Context: an optimization exercise on an open-source flow, tuned for small area, a short achievable clock period and few clock cycles per item. The choices shown serve that exercise and are no tape-out recipe. The RTL was checked by simulation tests, not by an equivalence proof against the original design.

**design/flow/design.v**
```verilog
module geofence (clk, reset, X, Y, R, valid, is_inside);
input clk;
input reset;
input [9:0] X;
input [9:0] Y;
input [10:0] R;
output reg valid;
output reg is_inside;
reg [5:0] n;                        
wire [5:0] n_n = (n == 6'd38) ? 6'd0 : n + 6'd1;
reg [2:0] g;                        
wire [2:0] g_n = (n == 6'd38 || g == 3'd5) ? 3'd0 : g + 3'd1;
reg inph;
reg [30:0] ring [0:5];              
reg [9:0] X0, Y0;
integer k;
always @(posedge clk) begin
    for (k = 0; k < 5; k = k + 1) ring[k] <= ring[k+1];
    ring[5] <= inph ? {X, Y, R} : ring[0];
    if (n == 6'd0) begin X0 <= X; Y0 <= Y; end
end
function [2:0] posof;               
    input [2:0] j;
    input [2:0] gg;
    reg [3:0] d;
    begin
        d = {1'b0, j} + 4'd6 - {1'b0, gg};
        posof = (d >= 4'd6) ? d[2:0] - 3'd6 : d[2:0];
    end
endfunction
reg [2:0] rk1, rk2, rk3, rk4, rk5;
function [2:0] lsel;                
    input [2:0] r;
    begin
        lsel = (rk1 == r) ? 3'd1 : (rk2 == r) ? 3'd2 : (rk3 == r) ? 3'd3 :
               (rk4 == r) ? 3'd4 : 3'd5;
    end
endfunction
reg [2:0] posA, posB;
reg       first;                    
wire [2:0] posB_e = first ? posof(lsel(3'd0), g) : posB;
wire [30:0] pA = ring[posA];
wire [30:0] pB = ring[posB_e];
wire [9:0]  ax = pA[30:21], ay = pA[20:11];
wire [10:0] ar = pA[10:0];
wire [9:0]  bx = pB[30:21], by = pB[20:11];
wire [10:0] br = pB[10:0];
reg sload, smul, aph, sph, eph, uvl, aqsh, aacc, tacc, fin, radsum, radodd;
reg [2:0] ci, cj;                   
reg [2:0] li, lj;                   
reg [2:0] asel;                     
function [5:0] pairof;
    input [5:0] nn;
    case (nn)
        6'd3:  pairof = {3'd1, 3'd2};
        6'd4:  pairof = {3'd1, 3'd3};
        6'd5:  pairof = {3'd2, 3'd3};
        6'd6:  pairof = {3'd1, 3'd4};
        6'd7:  pairof = {3'd2, 3'd4};
        6'd8:  pairof = {3'd3, 3'd4};
        6'd9:  pairof = {3'd1, 3'd5};
        6'd10: pairof = {3'd2, 3'd5};
        6'd11: pairof = {3'd3, 3'd5};
        default: pairof = {3'd4, 3'd5};
    endcase
endfunction
function [2:0] qsel;
    input [2:0] m;
    case (m)
        3'd1: qsel = lsel(3'd0);
        3'd2: qsel = lsel(3'd1);
        3'd3: qsel = lsel(3'd2);
        3'd4: qsel = lsel(3'd3);
        3'd5: qsel = lsel(3'd4);
        default: qsel = 3'd0;
    endcase
endfunction
wire [5:0] cn = n_n - 6'd14;        
reg  [2:0] kA_n;                    
reg  [2:0] jA_n, jB_n;
always @(*) begin
    kA_n = (cn <= 6'd5) ? cn[2:0] : cn[3:1] - 3'd3;
    if (n_n >= 6'd3 && n_n <= 6'd12) begin
        {jA_n, jB_n} = pairof(n_n);
    end else begin
        jA_n = qsel(kA_n);
        jB_n = qsel(kA_n + 3'd1);
    end
end
wire cph_n = (n_n >= 6'd14);
always @(posedge clk or posedge reset) begin
    if (reset) begin
        n <= 6'd0; g <= 3'd0; inph <= 1'b1; valid <= 1'b0;
    end else begin
        n <= n_n; g <= g_n;
        inph <= (n_n <= 6'd5);
        valid <= fin;
    end
end
always @(posedge clk) begin
    posA   <= posof(jA_n, g_n);
    posB   <= posof(jB_n, g_n);
    first  <= (n_n == 6'd14);
    sload  <= (n_n >= 6'd3) && (n_n <= 6'd12);
    smul   <= (n_n >= 6'd4) && (n_n <= 6'd13);
    {li, lj} <= pairof(n_n);
    {ci, cj} <= {li, lj};
    aph    <= cph_n && (cn <= 6'd5);
    sph    <= cph_n && (cn >= 6'd6) && (cn <= 6'd16) && !cn[0];
    eph    <= cph_n && (cn >= 6'd7) && (cn <= 6'd17) && cn[0];
    uvl    <= cph_n && (cn >= 6'd11) && (cn <= 6'd21) && cn[0];
    aqsh   <= cph_n && (cn >= 6'd5) && (cn <= 6'd10);
    aacc   <= cph_n && (cn >= 6'd8) && (cn <= 6'd18) && !cn[0];
    tacc   <= cph_n && (cn >= 6'd13) && (cn <= 6'd23) && cn[0];
    fin    <= cph_n && (cn == 6'd23);
    radsum <= (cn <= 6'd7);
    radodd <= cn[0];
    asel   <= (cn == 6'd6 || cn == 6'd16) ? 3'b001 : (cn == 6'd8 || cn == 6'd14) ? 3'b010 : 3'b100;
end
reg  [10:0] oa1, ob1, ob2;
reg  [11:0] oa2;
reg  [19:0] m1r;
reg  [21:0] m2r;
wire signed [10:0] soa1 = oa1, sob1 = ob1, sob2 = ob2;
wire signed [11:0] soa2 = oa2;
wire signed [21:0] m1 = soa1 * sob1;
wire signed [22:0] m2 = soa2 * sob2;
wire bef = m1 > m2;                 
always @(posedge clk) begin
    if (n <= 6'd3) begin
        rk1 <= 3'd0; rk2 <= 3'd0; rk3 <= 3'd0; rk4 <= 3'd0; rk5 <= 3'd0;
    end else if (smul) begin
        case (bef ? cj : ci)
            3'd1: rk1 <= rk1 + 3'd1;
            3'd2: rk2 <= rk2 + 3'd1;
            3'd3: rk3 <= rk3 + 3'd1;
            3'd4: rk4 <= rk4 + 3'd1;
            default: rk5 <= rk5 + 3'd1;
        endcase
    end
end
wire [19:0] rad = radsum ? (m1r + m2r[19:0]) : (radodd ? m2r[19:0] : m1r);
function [21:0] sqstep;    
    input [11:0] rem;
    input [9:0]  root;
    input [1:0]  b;
    reg [13:0] re, tr;
    begin
        re = {rem, b};
        tr = {2'b00, root, 2'b01};
        if (re >= tr) sqstep = {re[11:0] - tr[11:0], root[8:0], 1'b1};
        else          sqstep = {re[11:0], root[8:0], 1'b0};
    end
endfunction
reg [4:0]  q1rem; reg [3:0] q1root; reg [11:0] q1rad;
reg [7:0]  q2rem; reg [6:0] q2root; reg [5:0]  q2rad;
reg [9:0]  qout;
reg [21:0] s1, s2, s3;
always @(*) begin
    s1 = 22'd0;
    s1 = sqstep(s1[21:10], s1[9:0], rad[19:18]);
    s1 = sqstep(s1[21:10], s1[9:0], rad[17:16]);
    s1 = sqstep(s1[21:10], s1[9:0], rad[15:14]);
    s1 = sqstep(s1[21:10], s1[9:0], rad[13:12]);
    s2 = {7'd0, q1rem, 6'd0, q1root};
    s2 = sqstep(s2[21:10], s2[9:0], q1rad[11:10]);
    s2 = sqstep(s2[21:10], s2[9:0], q1rad[9:8]);
    s2 = sqstep(s2[21:10], s2[9:0], q1rad[7:6]);
    s3 = {4'd0, q2rem, 3'd0, q2root};
    s3 = sqstep(s3[21:10], s3[9:0], q2rad[5:4]);
    s3 = sqstep(s3[21:10], s3[9:0], q2rad[3:2]);
    s3 = sqstep(s3[21:10], s3[9:0], q2rad[1:0]);
end
always @(posedge clk) begin
    q1rem <= s1[14:10]; q1root <= s1[3:0]; q1rad <= rad[11:0];
    q2rem <= s2[17:10]; q2root <= s2[6:0]; q2rad <= q1rad[5:0];
    qout <= s3[9:0];
end
reg [9:0]  aq0, aq1, aq2;           
reg [10:0] e2r, e3r;
reg [21:0] A, T;
wire [9:0]  acur = asel[0] ? aq0 : asel[1] ? aq1 : aq2;
wire [10:0] ssum = acur + ar + br;
wire [9:0]  Sn = ssum[10:1];
wire [10:0] dx = {1'b0, ax} - {1'b0, bx};
wire [10:0] dy = {1'b0, ay} - {1'b0, by};
always @(posedge clk) begin
    if (sload) begin
        oa1 <= {1'b0, ax} - {1'b0, X0};
        ob1 <= {1'b0, by} - {1'b0, Y0};
        oa2 <= {1'b0, ay} - {1'b0, Y0};
        ob2 <= {1'b0, bx} - {1'b0, X0};
    end
    if (aph) begin
        oa1 <= dx; ob1 <= dx; oa2 <= {dy[10], dy}; ob2 <= dy;
    end
    if (sph) begin
        oa1 <= {1'b0, Sn}; ob1 <= {1'b0, Sn} - {1'b0, acur};
        oa2 <= {2'b00, ax} + {2'b00, bx}; ob2 <= {1'b0, by} - {1'b0, ay};
        e2r <= {1'b0, Sn} - ar;
        e3r <= {1'b0, Sn} - {1'b0, br[9:0]};
    end
    if (eph) begin
        oa2 <= {e2r[10], e2r}; ob2 <= e3r;
    end
    if (uvl) begin
        oa1 <= {1'b0, qout}; ob1 <= {1'b0, s3[9:0]};
    end
    m1r <= m1[19:0];
    m2r <= m2[21:0];
    if (aqsh) begin aq0 <= qout; aq1 <= aq0; aq2 <= aq1; end
    if (n <= 6'd13) begin A <= 22'd0; T <= 22'd0; end
    else begin
        if (aacc) A <= A + m2r;
        if (tacc) T <= T + {2'd0, m1r};
    end
    if (fin) is_inside <= (A[21:1] >= (T + {2'd0, m1r}));
end
endmodule
```
**design/flow/run.sh**
```bash
#!/bin/bash
# synth_recipe.tcl (not shown) runs the flow's synth.tcl, then flattens the netlist and writes it again
# the make line also repeats each setting of config.mk as NAME=value (left out here)
make -C /OpenROAD-flow-scripts/flow DESIGN_CONFIG=/design/flow/config.mk WORK_HOME=/design/flow/orfs CLKGATE_MAP_FILE= SYNTH_SCRIPT=/design/flow/synth_recipe.tcl finish
```
**design/flow/config.mk**
```make
export PLATFORM = sky130hd
export DESIGN_NAME = geofence
export DESIGN_NICKNAME = geofence
export VERILOG_FILES = /design/flow/design.v
export SDC_FILE = /design/flow/constraint.sdc
export NUM_CORES = 4
export LEC_CHECK = 0
export CAP_MARGIN = 20
export CORE_MARGIN = 2
export CORE_UTILIZATION = 40
export SLEW_MARGIN = 20
```
**design/flow/constraint.sdc**
```tcl
create_clock -name core_clock -period 25.0 [get_ports {clk}]
set_input_delay 5.0000 -clock core_clock [delete_from_list [all_inputs] [get_ports {clk}]]
set_output_delay 5.0000 -clock core_clock [all_outputs]
set_load 0.01 [all_outputs]
```
==> results of run 1 <==
## registers in the layout (all words and copies together) (netlist names), 12 cells and up
name / count
m2r: 22
T: 22
ring: 186
A: 22
m1r: 20
q1rad: 12
oa2: 12
## placed cells by master, fill, tap and decap left out, types with 23 or more instances in the layout
master	count
o21ai_1	23
a22oi_1	40
dfxtp_1	368
o21ai_0	229
o22ai_1	40
xor2_1	55
nor2_1	269
and2_1	134
xnor2_1	168
inv_1	526
nand3_1	38
clkdlybuf4s50_1	34
o21bai_1	45
nand2b_1	61
buf_4	32
a21oi_1	257
ha_1	425
mux2i_1	77
nor2b_1	71
edfxtp_1	116
o21a_1	85
fa_1	270
clkbuf_16	61
a21o_1	103
nor3_1	58
nand2_1	341
mux2_2	47
a211oi_1	42
## Yosys cell counts, types with 10 or more instances
| library cell | count | area share |
|---|---|---|
| a211o_1 | 12 | 0.0026 |
| o21bai_1 | 45 | 0.0084 |
| a221o_1 | 22 | 0.0054 |
| nand2b_1 | 61 | 0.0094 |
| o221ai_1 | 11 | 0.0024 |
| o21ai_1 | 23 | 0.0028 |
| fa_1 | 270 | 0.13 |
| edfxtp_1 | 116 | 0.086 |
| ha_1 | 425 | 0.13 |
| mux2i_1 | 77 | 0.019 |
| a211oi_1 | 42 | 0.0078 |
| a21oi_1 | 259 | 0.032 |
| clkbuf_1 | 149 | 0.014 |
| inv_1 | 526 | 0.049 |
| o21a_1 | 85 | 0.016 |
| a31oi_1 | 20 | 0.0031 |
| dfrtp_1 | 10 | 0.0062 |
| or3_1 | 13 | 0.0020 |
| o22ai_1 | 40 | 0.0062 |
| nand2_1 | 341 | 0.032 |
| mux2_2 | 47 | 0.013 |
| nor2_1 | 270 | 0.025 |
| nand4_1 | 20 | 0.0031 |
| nor3b_1 | 10 | 0.0019 |
| and2_1 | 134 | 0.021 |
| a21boi_0 | 16 | 0.0030 |
| nor2b_1 | 71 | 0.011 |
| a21o_1 | 103 | 0.019 |
| xor2_1 | 55 | 0.012 |
| nand3_1 | 38 | 0.0047 |
| buf_1 | 20 | 0.0019 |
| nor3_1 | 59 | 0.0073 |
| and3_1 | 12 | 0.0019 |
| dfxtp_1 | 371 | 0.18 |
| o31ai_1 | 21 | 0.0039 |
| o211a_1 | 17 | 0.0042 |
| a22oi_1 | 40 | 0.0074 |
| xnor2_1 | 168 | 0.036 |
| nor4_1 | 13 | 0.0020 |
| o22a_1 | 19 | 0.0041 |
| o211ai_1 | 22 | 0.0041 |
| o21ai_0 | 229 | 0.028 |
| a22o_1 | 21 | 0.0045 |
## worst max path at each step
stage                     endpoint  startpoint  cells after the start  slack (ns)
after floorplan             rk2[2]      ob1[4]                     34       17.36
after global placement      rk2[2]      ob2[4]                     35       16.58
after detailed placement    rk2[2]      ob2[4]                     35       16.47
after CTS                   rk2[2]      ob2[4]                     35       16.51
after global routing        rk2[2]      ob1[4]                     33       15.82
final                       rk2[2]      ob2[4]                     35       16.48
## area by class of cell
cell class                      instances  area, um^2
Inverter                              534        2000
Clock inverter                         27         279
Clock buffer                           80        1690
Tap cell                             1298        1620
Fill cell                            9789       56200
Sequential cell                       498       11200
Multi-Input combinational cell       3246       26600
Timing Repair Buffer                   67         584
## logic make-up (layout without fill, tap and decap cells)
family / count (synthesis) / in the layout
AO/OA/AOI/OAI: 1126 / 1126
AND/OR/NAND/NOR: 1074 / 1074
buffers and inverters: 708 / 708
adder cells (fa/ha/maj): 695 / 695
flip-flops: 498 / 498
XOR/XNOR: 223 / 223
multiplexers: 128 / 128
## metal layers
metal / routed length (um) / share of wire
met4: 2600 / 0.024
met5: 0 / 0
met2: 49600 / 0.46
met1: 50800 / 0.47
met3: 5400 / 0.050
## worst max-delay path, delay by kind of cell (launching register included)
family,cells,cell delay (ns)
flip-flops,1,0.59
adder cells (fa/ha/maj),7,2.92
buffers and inverters,4,0.22
AO/OA/AOI/OAI,18,3.32
AND/OR/NAND/NOR,5,1.18
XOR/XNOR,1,0.26
==> flow_summary.toml, run 1 <==
[layout]
final_cells = 5750
fin_area_um2 = 44000
syn_to_final_growth_pct = 8.77
n_antenna_cell = 0
finalCoreUtilization = 0.439
finalNetCount = 5132
drive_gt1_frac = 0.0503

[yosys]
synth_cell_types = 92
synth_top_family_by_area = "adder cells"
synth_fa_ha_area_frac = 0.265
async_reset_ff_frac = 0.0221
yosysSeqAreaShare = 0.277
postSynthCellCount = 4452
syn_area_per_cell_um2 = 9.08
dominantRegCellSynth = "dfxtp_1"
synth_compound_area_frac = 0.183
synth_xor_area_frac = 0.0483
synth.yosys.warnings = 2
netlist_area_um2 = 40400
synth_nets = 5180
synth-edff-count = 116
synthSimpleGateAreaFrac = 0.127
ys_ff_latch = 498
synthMuxAreaShare = 0.0335

[setup_path]
worstPathArrival_ns = 9.09
max_stage_delay_ns = 0.59
slowest_stage = "edfxtp_1"
ff2ff_setup_slack_ns = 16.48
reg2reg_depth = 35
path_class = "flop to flop"
worstPathRequired_ns = 25.58
worst-path-max-fanout = 12
r2r_start = "ob2[4]"
end_kind = "flop"
r2r_end = "rk2[2]"
crit_path_start_kind = "flop"

[sta]
worst_pin_slew_ns = 1.06
holdWs_ns = 0.331
maxSlewViolCount = 0
fin_tns_setup_ns = 0
setup_slack_ns = 16.48
hold_viol = 0
setup-violations-final = 0
min_period_ns = 8.52
rsz0062_at_grt = "no"
fmax_ghz = 0.117
skew_ns = 0.0855
relSlewSlack = 0.294
finalCritPeriodShare = 0.341

[floorplanning]
rows = 116
dieArea_um2 = 104000
die_height_um = 322
core_um2 = 100000
pin_count = 35
die_w_um = 322
initial_core_util = 0.404

[min_path]
hold_start = "li[0]"
hold_depth = 0
hold_path_class = "flop to flop"
min_to = "ci[0]"

[job]
maxCapViolations = 0

[placed_design]
placed_cells = 5642
place_area_um2 = 42000
portBuffers = 34
dp_hpwl_um = 83800
place_ws_ns = 16.47
gp_congestion = 0.897

[drt]
vias = 31300
drt_iter0_markers = 2296
detail-route-antenna-nets = 0
viasPerCell = 5.45
drc = 0
wl_um = 108000
drtPass1Iterations = 6
avgRoutedWirePerCell_um = 18.9

[grt]
grt_max_degree = 63
grt_pass1_wl_um = 171000
grt_util_met3 = 0.0231
grt_antenna_before_repair = 1
grt_util_met1 = 0.296
busiest_layer = "met2"
grt_pass1_vias = 30600
grt-ovfl-total = 0
use_met2 = 0.336
grt_usage = 0.209

[status]
status = "no timing/DRC/antenna violations"

[cts]
cts_hold_buf = 0
cts.sinks = 498
cts_resized = 0
cts-root-buf = "clkbuf_16"
ctsLongestPathBuffers = 3
h-tree-depth = 2
clk_latency_ns = 0.67
clk_pin_slew_ns = 0.06
cts_buffers = 57
cts_setup_buffers = 0
cts_tree = "done"
Testbench counts, summed over its fixed seeds: cycles 62,400, items 1,600.
==> run 2, diff against run 1 <==
--- a/design/flow/config.mk
+++ b/design/flow/config.mk
@@ -7,2 +7,3 @@
 export LEC_CHECK = 0
+export ABC_AREA = 1
 export CAP_MARGIN = 20
==> run 2 against run 1 <==
Critical path depth increased by 9; worst hold slack got worse by 0.0070 ns; critical path type unchanged; design area rose by 1.4%; synthesized cell count increased by 18%; via count rose by 8.6%; setup slack better by 0.34 ns; register-to-register slack improved by 0.34 ns; clock skew down 0.032 ns; core utilization hardly changed.
==> flow_summary.toml, run 2 <==
[drt]
detail-route-antenna-nets = 0
vias = 34000
viasPerCell = 5.12
drt_iter0_markers = 2340
drtPass1Iterations = 6
drc = 0
wl_um = 118000
avgRoutedWirePerCell_um = 17.7

[yosys]
yosysSeqAreaShare = 0.274
yosysTopAreaCell = "dfxtp_1"
async_reset_ff_frac = 0.0221
synth_top_area_share = 0.182
syn_area_per_cell_um2 = 7.78
postSynthCellCount = 5245
ys_ff_latch = 498
dominantRegCellSynth = "dfxtp_1"
synth_commonest_cells = "nand2_1 (1066), inv_1 (983), ha_1 (425), nor2_1 (388), dfxtp_1 (371)"
synth.yosys.warnings = 2
synth_cell_types = 63
netlist_top_cells_area = "dfxtp_1 (18%), fa_1 (13%), ha_1 (13%)"
yosysMostFrequentCell = "nand2_1"
synth_nets = 5973
netlist_area_um2 = 40800
synth-edff-count = 116

[setup_path]
worstPathArrival_ns = 8.58
worstPathRequired_ns = 25.41
path_class = "flop to flop"
ff2ff_setup_slack_ns = 16.82
crit_path_start_kind = "flop"
max_stage_delay_ns = 0.54
slowest_stage = "buf_4"
worst-path-max-fanout = 60
end_kind = "flop"
path_common_cell = "inv_1"

[layout]
syn_to_final_growth_pct = 9.26
n_antenna_cell = 0
final_cell_mix = "nand2_1 (1066), inv_1 (983), ha_1 (425)"
finalNetCount = 5961
final_common_cell = "nand2_1"
top_register = "ring"
largest_reg_flops = 186
drive_gt1_frac = 0.0488
final_cells = 6650

[sta]
fin_tns_setup_ns = 0
min_period_ns = 8.18
skew_ns = 0.0533
relSlewSlack = 0.281
setup-violations-final = 0
rsz0062_at_grt = "no"
maxSlewViolCount = 0
hold_viol = 0
holdWs_ns = 0.324
finalCritPeriodShare = 0.327
worst_pin_slew_ns = 1.07
fmax_ghz = 0.122

[grt]
grt_pass1_vias = 33000
grt_pass1_wl_um = 184000
grt_usage = 0.225
grt_max_degree = 61
grt_antenna_before_repair = 1
grt-ovfl-total = 0

[cts]
cts_resized = 0
cts_hold_buf = 0
cts.sinks = 498
ctsLongestPathBuffers = 3
clk_latency_ns = 0.69
cts_tree = "done"
cts-root-buf = "clkbuf_16"
cts_setup_buffers = 0
cts_buffers = 57
clk_pin_slew_ns = 0.06
h-tree-depth = 2

[placed_design]
dp_hpwl_um = 93200
gp_congestion = 0.928
placed_cells = 6542
portBuffers = 34

[floorplanning]
initial_core_util = 0.402
die_height_um = 323
core_um2 = 101000
die_w_um = 323
dieArea_um2 = 105000
rows = 117
pin_count = 35

[status]
status = "no timing/DRC/antenna violations"

[min_path]
hold_path_class = "flop to flop"

[job]
maxCapViolations = 0
[run 2: cell families (layout without fill, tap and decap cells)]
group	count (synthesis)	in the layout	synth area share
simple gates	1799	1799	0.183
buf+inv	1133	1170	0.104
compound gates	929	929	0.133
fa+ha+maj	695	695	0.263
flops	498	498	0.274
xor+xnor	165	165	0.0359
mux	26	26	0.00714
[run 2: layout make-up]
cell class / instances / area [um^2]
sequential: 498 / 11200
tap: 1368 / 1710
multi-input combinational: 3614 / 25400
clock inverter: 36 / 382
fill: 10200 / 56800
clock buffer: 72 / 1610
inverter: 998 / 3750
timing repair buffer: 64 / 566
[run 2: path summary, 6_finish.rpt]
kind,from,to,depth (start not counted)
max reg2reg,rk3[0],ob1[9],44
max,rk3[0],ob1[9],44
min,li[2],ci[2],0
min in group asynchronous,reset,g[0],2
min reg2reg,li[2],ci[2],0
max in group asynchronous,reset,valid,2
[run 2: critical path, delay by kind of cell (launching register included)]
kind	cells	cell delay, ns
adder cells (fa/ha/maj)	8	2.22
AND/OR/NAND/NOR	9	1.03
flip-flops	1	0.35
XOR/XNOR	3	0.49
buffers and inverters	10	1.20
AO/OA/AOI/OAI	14	2.55
[run 2: through the flow]
stage	area (um^2)	setup slack, ns	util
after floorplan	40800	17.84	-
after global placement	42600	17.00	0.420
after detailed placement	42600	16.93	0.420
after CTS	44600	16.91	0.440
after global routing	44600	15.86	0.440
final	44600	16.82	0.440
[run 2: per-layer routing]
metal / track usage / vias up / share of wire
met4: 0.0783 / 0 / 0.035
met5: 0 / - / 0
li1: - / 16900 / -
met2: 0.371 / 869 / 0.46
met3: 0.0220 / 180 / 0.045
met1: 0.307 / 16100 / 0.46
==> run 3, diff against run 2 <==
--- a/design/flow/design.v
+++ b/design/flow/design.v
@@ -9,5 +9,5 @@
 reg [5:0] n;                        
-wire [5:0] n_n = (n == 6'd38) ? 6'd0 : n + 6'd1;
+wire [5:0] n_n = (n == 6'd39) ? 6'd0 : n + 6'd1;
 reg [2:0] g;                        
-wire [2:0] g_n = (n == 6'd38 || g == 3'd5) ? 3'd0 : g + 3'd1;
+wire [2:0] g_n = (n == 6'd39 || g == 3'd5) ? 3'd0 : g + 3'd1;
 reg inph;
@@ -31,2 +31,3 @@
 reg [2:0] rk1, rk2, rk3, rk4, rk5;
+wire [2:0] rf1, rf2, rf3, rf4, rf5;    
 function [2:0] lsel;                
@@ -34,4 +35,4 @@
     begin
-        lsel = (rk1 == r) ? 3'd1 : (rk2 == r) ? 3'd2 : (rk3 == r) ? 3'd3 :
-               (rk4 == r) ? 3'd4 : 3'd5;
+        lsel = (rf1 == r) ? 3'd1 : (rf2 == r) ? 3'd2 : (rf3 == r) ? 3'd3 :
+               (rf4 == r) ? 3'd4 : 3'd5;
     end
@@ -39,6 +40,4 @@
 reg [2:0] posA, posB;
-reg       first;                    
-wire [2:0] posB_e = first ? posof(lsel(3'd0), g) : posB;
 wire [30:0] pA = ring[posA];
-wire [30:0] pB = ring[posB_e];
+wire [30:0] pB = ring[posB];
 wire [9:0]  ax = pA[30:21], ay = pA[20:11];
@@ -47,4 +46,5 @@
 wire [10:0] br = pB[10:0];
-reg sload, smul, aph, sph, eph, uvl, aqsh, aacc, tacc, fin, radsum, radodd;
+reg sload, smul, scmp, aph, sph, eph, uvl, aqsh, aacc, tacc, fin, radsum, radodd;
 reg [2:0] ci, cj;                   
+reg [2:0] di, dj;                   
 reg [2:0] li, lj;                   
@@ -77,3 +77,3 @@
 endfunction
-wire [5:0] cn = n_n - 6'd14;        
+wire [5:0] cn = n_n - 6'd15;        
 reg  [2:0] kA_n;                    
@@ -89,3 +89,3 @@
 end
-wire cph_n = (n_n >= 6'd14);
+wire cph_n = (n_n >= 6'd15);
 always @(posedge clk or posedge reset) begin
@@ -102,3 +102,2 @@
     posB   <= posof(jB_n, g_n);
-    first  <= (n_n == 6'd14);
     sload  <= (n_n >= 6'd3) && (n_n <= 6'd12);
@@ -107,2 +106,4 @@
     {ci, cj} <= {li, lj};
+    {di, dj} <= {ci, cj};
+    scmp   <= smul;
     aph    <= cph_n && (cn <= 6'd5);
@@ -121,3 +122,3 @@
 reg  [11:0] oa2;
-reg  [19:0] m1r;
+reg  [21:0] m1r;
 reg  [21:0] m2r;
@@ -127,3 +128,4 @@
 wire signed [22:0] m2 = soa2 * sob2;
-wire bef = m1 > m2;                 
+wire signed [21:0] sm1r = m1r, sm2r = m2r;
+wire bef = sm1r > sm2r;             
 always @(posedge clk) begin
@@ -131,13 +133,13 @@
         rk1 <= 3'd0; rk2 <= 3'd0; rk3 <= 3'd0; rk4 <= 3'd0; rk5 <= 3'd0;
-    end else if (smul) begin
-        case (bef ? cj : ci)
-            3'd1: rk1 <= rk1 + 3'd1;
-            3'd2: rk2 <= rk2 + 3'd1;
-            3'd3: rk3 <= rk3 + 3'd1;
-            3'd4: rk4 <= rk4 + 3'd1;
-            default: rk5 <= rk5 + 3'd1;
-        endcase
-    end
-end
-wire [19:0] rad = radsum ? (m1r + m2r[19:0]) : (radodd ? m2r[19:0] : m1r);
+    end else begin
+        rk1 <= rf1; rk2 <= rf2; rk3 <= rf3; rk4 <= rf4; rk5 <= rf5;
+    end
+end
+wire [2:0] win = bef ? dj : di;     
+assign rf1 = rk1 + {2'd0, scmp && win == 3'd1};
+assign rf2 = rk2 + {2'd0, scmp && win == 3'd2};
+assign rf3 = rk3 + {2'd0, scmp && win == 3'd3};
+assign rf4 = rk4 + {2'd0, scmp && win == 3'd4};
+assign rf5 = rk5 + {2'd0, scmp && win == 3'd5};
+wire [19:0] rad = radsum ? (m1r[19:0] + m2r[19:0]) : (radodd ? m2r[19:0] : m1r[19:0]);
 function [21:0] sqstep;    
@@ -182,4 +184,10 @@
 wire [9:0]  acur = asel[0] ? aq0 : asel[1] ? aq1 : aq2;
-wire [10:0] ssum = acur + ar + br;
+wire [12:0] ssum = {3'd0, acur} + {2'd0, ar} + {2'd0, br};
 wire [9:0]  Sn = ssum[10:1];
+wire [12:0] d1 = {2'd0, ar} + {2'd0, br} - {3'd0, acur};
+wire [12:0] d2 = {3'd0, acur} + {2'd0, br} - {2'd0, ar};
+wire [12:0] d3 = {3'd0, acur} + {2'd0, ar} + {2'd0, br[10], 10'd0} - {3'd0, br[9:0]};
+wire [10:0] e1n = {d1[11] ^ ssum[11], d1[10:1]};
+wire [10:0] e2n = {d2[11] ^ ssum[11], d2[10:1]};
+wire [10:0] e3n = {d3[11] ^ ssum[11], d3[10:1]};
 wire [10:0] dx = {1'b0, ax} - {1'b0, bx};
@@ -197,6 +205,6 @@
     if (sph) begin
-        oa1 <= {1'b0, Sn}; ob1 <= {1'b0, Sn} - {1'b0, acur};
+        oa1 <= {1'b0, Sn}; ob1 <= e1n;
         oa2 <= {2'b00, ax} + {2'b00, bx}; ob2 <= {1'b0, by} - {1'b0, ay};
-        e2r <= {1'b0, Sn} - ar;
-        e3r <= {1'b0, Sn} - {1'b0, br[9:0]};
+        e2r <= e2n;
+        e3r <= e3n;
     end
@@ -208,11 +216,11 @@
     end
-    m1r <= m1[19:0];
+    m1r <= m1[21:0];
     m2r <= m2[21:0];
     if (aqsh) begin aq0 <= qout; aq1 <= aq0; aq2 <= aq1; end
-    if (n <= 6'd13) begin A <= 22'd0; T <= 22'd0; end
+    if (n <= 6'd14) begin A <= 22'd0; T <= 22'd0; end
     else begin
         if (aacc) A <= A + m2r;
-        if (tacc) T <= T + {2'd0, m1r};
-    end
-    if (fin) is_inside <= (A[21:1] >= (T + {2'd0, m1r}));
+        if (tacc) T <= T + {2'd0, m1r[19:0]};
+    end
+    if (fin) is_inside <= (A[21:1] >= (T + {2'd0, m1r[19:0]}));
 end
--- a/design/flow/config.mk
+++ b/design/flow/config.mk
@@ -7,3 +7,2 @@
 export LEC_CHECK = 0
-export ABC_AREA = 1
 export CAP_MARGIN = 20
==> run 3 against run 2 <==
Synthesized cell count shrank 11%; sequential share of layout area shrank 0.17 points; highest routed layer is now met5; critical path depth shrank 20; non-clock buffer count grew 6; routed wire length shrank 2.1%; clock skew shrank 0.033 ns.
==> flow_summary.toml, run 3 <==
[min_path]
hold_start = "cj[1]"
min_to = "dj[1]"
hold_path_class = "flop to flop"
hold_depth = 0

[yosys]
yosysMostFrequentCell = "inv_1"
synth.yosys.warnings = 2
synth_commonest_cells = "inv_1 (566), ha_1 (441), dfxtp_1 (379), nand2_1 (338), a21oi_1 (304)"
syn_area_per_cell_um2 = 9.02
netlist_area_um2 = 42000
synth_cell_types = 104
synth_nets = 5399
postSynthCellCount = 4650
netlist_top_cells_area = "dfxtp_1 (18%), ha_1 (13%), fa_1 (13%)"
synth-edff-count = 116
dominantRegCellSynth = "dfxtp_1"
ys_ff_latch = 506
yosysSeqAreaShare = 0.270
async_reset_ff_frac = 0.0217
synth_top_area_share = 0.181
yosysTopAreaCell = "dfxtp_1"

[drt]
viasPerCell = 5.39
drtPass1Iterations = 6
drt_iter0_markers = 2233
drc = 0
wl_um = 115000
vias = 32500
detail-route-antenna-nets = 0
avgRoutedWirePerCell_um = 19.1

[placed_design]
place_ws_ns = 17.92
dp_hpwl_um = 89600
gp_congestion = 0.909
placed_cells = 5924
portBuffers = 34

[setup_path]
crit_path_start_kind = "flop"
r2r_start = "q2root[3]"
crit_start = "q2root[3]"
worst-path-max-fanout = 16
path_class = "flop to flop"
ff2ff_setup_slack_ns = 17.92
worstPathRequired_ns = 25.41
worstPathArrival_ns = 7.49
reg2reg_depth = 24
r2r_end = "ob1[0]"
end_kind = "flop"

[grt]
grt_pass1_vias = 31900
grt-ovfl-total = 0
grt_max_degree = 75
grt_pass1_wl_um = 180000
grt_usage = 0.211
grt_antenna_before_repair = 4

[cts]
cts.sinks = 506
clk_pin_slew_ns = 0.06
clk_latency_ns = 0.66
cts_setup_buffers = 0
cts-root-buf = "clkbuf_16"
cts_hold_buf = 0
h-tree-depth = 2
cts_tree = "done"
ctsLongestPathBuffers = 3
cts_resized = 0
cts_buffers = 58

[layout]
fillCellCount = 10100
largest_reg_flops = 186
n_antenna_cell = 0
top_register = "ring"
syn_to_final_growth_pct = 8.60
finalCoreUtilization = 0.439
finalNetCount = 5353
final_cells = 6031
final_common_cell = "inv_1"
drive_gt1_frac = 0.0507
final_cell_mix = "inv_1 (566), ha_1 (441), dfxtp_1 (374)"

[sta]
fin_tns_setup_ns = 0
finalCritPeriodShare = 0.283
skew_ns = 0.0204
rsz0062_at_grt = "no"
maxSlewViolCount = 0
worst_pin_slew_ns = 1.08
fmax_ghz = 0.141
hold_viol = 0
setup-violations-final = 0
min_period_ns = 7.08
relSlewSlack = 0.282
setup_slack_ns = 17.92

[job]
maxCapViolations = 0

[floorplanning]
rows = 118
initial_core_util = 0.404
core_um2 = 104000
pin_count = 35
die_height_um = 328
die_w_um = 328
dieArea_um2 = 107000

[status]
status = "no timing/DRC/antenna violations"
-- run 3: cell count changes in the layout (fill, tap and decap cells not counted), sizes merged, moves of 105 or more --
| cell | previous run | this run |
|---|---|---|
| and2 | 4 | 144 |
| nor2 | 402 | 265 |
| xnor2 | 62 | 167 |
| nand3 | 173 | 46 |
| inv | 997 | 579 |
| nand2 | 1086 | 338 |
-- run 3: worst max-delay path: stages, from the launching register on --
cell	delay, ns
dfxtp_1	0.37
inv_1	0.13
ha_1	0.38
and3_1	0.27
and3_1	0.18
o31a_1	0.14
or2_2	0.15
nand2b_1	0.45
clkinv_1	0.46
o31ai_1	0.52
ha_1	0.37
a21oi_1	0.34
nand2b_1	0.10
o31ai_1	0.33
nand4b_1	0.66
inv_1	0.35
o21ai_0	0.13
ha_1	0.30
a21o_1	0.16
a21oi_1	0.16
nor2b_1	0.06
o21ai_0	0.15
nand2b_1	0.07
a2111o_1	0.41
a21o_1	0.18
-- run 3: worst max-delay path by stage --
stage | slack [ns] | cells after the start | to
6_report | 17.92 | 24 | ob1[0]
5_1_grt | 17.22 | 24 | ob1[0]
4_1_cts | 17.90 | 24 | ob1[0]
3_5_place_dp | 17.92 | 24 | ob1[0]
3_3_place_gp | 18.06 | 24 | ob1[0]
2_1_floorplan | 19.02 | 28 | q1rem[1]
-- run 3: cell families (layout without fill, tap and decap cells) --
family	count (synthesis)	count (layout)	share of synthesized area
fa+ha+maj	716	716	0.263
compound gates	1119	1119	0.173
xor+xnor	239	239	0.0502
buf+inv	751	752	0.0677
simple gates	1167	1167	0.137
flops	506	506	0.270
mux	152	152	0.0382
-- run 3: area by class of cell --
cell class / count / area, um^2 / area share
Clock buffer: 73 / 1590 / 0.0349
Sequential cell: 506 / 11400 / 0.249
Clock inverter: 34 / 344 / 0.00755
Inverter: 575 / 2160 / 0.0474
Multi-Input combinational cell: 3393 / 27800 / 0.610
Tap cell: 1380 / 1730 / 0.0379
Timing Repair Buffer: 70 / 611 / 0.0134
-- run 3: metrics by stage --
| stage | hold slack (ns) | area (um^2) |
|---|---|---|
| after floorplan | 0.310 | 42000 |
| after global placement | 0.311 | 43600 |
| after detailed placement | 0.312 | 43600 |
| after CTS | 0.326 | 45600 |
| after global routing | 0.330 | 45600 |
| final | 0.324 | 45600 |
-- run 3: layer usage --
metal | share of wire | vias up | wire [um] | global-route usage
met5 | 0.00011 | - | 13 | 0
met4 | 0.033 | 2 | 3770 | 0.0708
met3 | 0.049 | 171 | 5610 | 0.0235
met2 | 0.45 | 859 | 51600 | 0.340
met1 | 0.47 | 15600 | 54000 | 0.294
li1 | - | 15800 | - | -
Testbench counts of run 3, summed over its fixed seeds: cycles 64,000, items 1,600.
==> run 4, diff against run 3 <==
--- a/design/flow/config.mk
+++ b/design/flow/config.mk
@@ -7,2 +7,3 @@
 export LEC_CHECK = 0
+export ABC_AREA = 1
 export CAP_MARGIN = 20
==> run 4 against run 3 <==
Still clean on timing, DRC and antenna; core utilization shrank 0.15 points; setup slack better by 0.58 ns; worst hold slack worse by 0.0084 ns; design area fell by 0.91%; sequential cell count unchanged; register-to-register slack better by 0.83 ns.
==> flow_summary.toml, run 4 <==
[yosys]
async_reset_ff_frac = 0.0217
synth_cell_types = 71
synth.yosys.warnings = 2
synth-edff-count = 116
ys_ff_latch = 506
dominantRegCellSynth = "dfxtp_1"
yosysTopAreaCell = "dfxtp_1"
postSynthCellCount = 5213
synth_commonest_cells = "inv_1 (973), nand2_1 (948), ha_1 (441), dfxtp_1 (379), nor2_1 (339)"
netlist_top_cells_area = "dfxtp_1 (18%), ha_1 (13%), fa_1 (13%)"
syn_area_per_cell_um2 = 7.95
netlist_area_um2 = 41400
yosysMostFrequentCell = "inv_1"
yosysSeqAreaShare = 0.274
synth_nets = 5962
synth_top_area_share = 0.183

[floorplanning]
initial_core_util = 0.401
dieArea_um2 = 106000
core_um2 = 103000
die_height_um = 326
die_w_um = 326
rows = 118
pin_count = 35

[cts]
ctsLongestPathBuffers = 3
h-tree-depth = 2
cts_resized = 0
cts_setup_buffers = 0
cts-root-buf = "clkbuf_16"
cts_buffers = 56
cts_hold_buf = 0
clk_pin_slew_ns = 0.06
cts.sinks = 506
cts_tree = "done"
clk_latency_ns = 0.69

[grt]
busiest_layer = "met2"
grt-ovfl-total = 0
grt_util_met1 = 0.305
use_met2 = 0.358
grt_pass1_vias = 32700
grt_max_degree = 61
grt_pass1_wl_um = 184000
grt_antenna_before_repair = 5
grt_usage = 0.218
grt_util_met3 = 0.0228

[setup_path]
path_class = "flop to output pin"
max_stage_delay_ns = 0.53
crit_path_start_kind = "flop"
ff2ff_setup_slack_ns = 18.75
worstPathArrival_ns = 1.50
worst-path-buf-inv = 1
worst-path-max-fanout = 1
worstPathRequired_ns = 20.00
slowest_stage = "clkdlybuf4s50_1"
end_kind = "output pin"
cp_top_family = "buffers and inverters"
cp_cell_sequence = "clkdlybuf4s50_1"

[layout]
fin_area_um2 = 45100
top_register = "ring"
finalNetCount = 5940
largest_reg_flops = 186
fillCellCount = 10300
final_common_cell = "inv_1"
finalCoreUtilization = 0.437
final_cells = 6621
multi_input_area_um2 = 25800
syn_to_final_growth_pct = 8.96
seq_area_um2 = 11300
final_cell_mix = "inv_1 (973), nand2_1 (947), ha_1 (441)"
drive_gt1_frac = 0.0531

[drt]
avgRoutedWirePerCell_um = 17.7
wl_um = 117000
detail-route-antenna-nets = 0
viasPerCell = 5.12
drc = 0
vias = 33900
drt_iter0_markers = 2710
drtPass1Iterations = 6

[placed_design]
placed_cells = 6513
portBuffers = 34
gp_congestion = 0.922
place_ws_ns = 18.76
place_area_um2 = 43200
dp_hpwl_um = 93600

[sta]
skew_ns = 0.0599
holdWs_ns = 0.315
fmax_ghz = 0.154
rsz0062_at_grt = "no"
relSlewSlack = 0.278
worst_pin_slew_ns = 1.08
finalCritPeriodShare = 0.260
hold_viol = 0
setup_slack_ns = 18.50
fin_tns_setup_ns = 0
maxSlewViolCount = 0
min_period_ns = 6.50
setup-violations-final = 0

[job]
maxCapViolations = 0

[min_path]
hold_path_class = "flop to flop"

[status]
status = "no timing/DRC/antenna violations"
==> run 4: cell count changes in the layout (fill, tap and decap cells not counted), moves of 48 or more <==
cell / change
a21o_1: -50
a221oi_1: +52
a31oi_1: +48
and2_1: -136
inv_1: +407
mux2i_1: -99
nand2_1: +609
nand2b_1: -84
nand3_1: +119
nor2_1: +73
nor2b_1: -71
o21a_1: -67
o21ai_0: +54
xnor2_1: -102
==> run 4: routing by layer <==
metal | vias up | routed length [um]
li1 | 16800 | -
met1 | 16000 | 54700
met2 | 863 | 53800
met3 | 150 | 5720
met4 | 0 | 3100
met5 | - | 0
==> run 4: cell families (layout without fill, tap and decap cells) <==
family,after synthesis,in the layout,synth area share
AND/OR/NAND/NOR,1651,1651,0.172
AO/OA/AOI/OAI,1001,1001,0.141
flip-flops,506,506,0.274
multiplexers,21,21,0.00571
buffers and inverters,1143,1169,0.104
XOR/XNOR,175,175,0.0378
other,0,2,0
adder cells (fa/ha/maj),716,716,0.266
==> run 4: layout make-up <==
cell class / instances / area share
Inverter: 1004 / 0.0836
Multi-Input combinational cell: 3564 / 0.572
Antenna cell: 2 / 0.000111
Tap cell: 1380 / 0.0382
Sequential cell: 506 / 0.251
Clock buffer: 76 / 0.0345
Clock inverter: 30 / 0.00856
Timing Repair Buffer: 59 / 0.0117
==> run 4: final timing paths <==
check / depth (start not counted) / startpoint / end
hold / removal: 0 / ci[1] / di[1]
max in group asynchronous: 2 / reset / valid
min in group asynchronous: 2 / reset / g[2]
setup / recovery: 1 / is_inside / is_inside
setup reg to reg: 28 / posA[0] / e2r[10]
hold reg to reg: 0 / ci[1] / di[1]

-- port drivers added, routing unchanged --
How much do the figures lean on ideal ports? The routed layouts below were timed once more, with nothing changed but the port constraints. Step 1 assumes that a clkbuf_16 drives the clock port and a buf_2 every other input. Step 2 adds t to the input delays and takes it off the output delays; t is the mean of the earliest and latest rising clock arrival at the registers after step 1. Input paths then give back, and output paths get back, about the clock's delay inside the block. Three values: no drivers, after step 1, after step 2; two values: the first two.
| run | t (ns) | slack for setup (ns) | slew at the worst register clock pin (ns) | cell pins on the clock port's net |
|---|---|---|---|---|
| run 1 | 0.706 | 16.482 / 16.482 / 16.482 | 0.07 / 0.07 | 1 |
| run 2 | 0.724 | 16.824 / 16.824 / 16.824 | 0.07 / 0.07 | 1 |
| run 3 | 0.721 | 17.919 / 17.919 / 17.919 | 0.07 / 0.07 | 1 |
| run 4 | 0.730 | 18.495 / 18.430 / 18.753 | 0.07 / 0.07 | 1 |
After both steps every run listed still meets setup and hold.
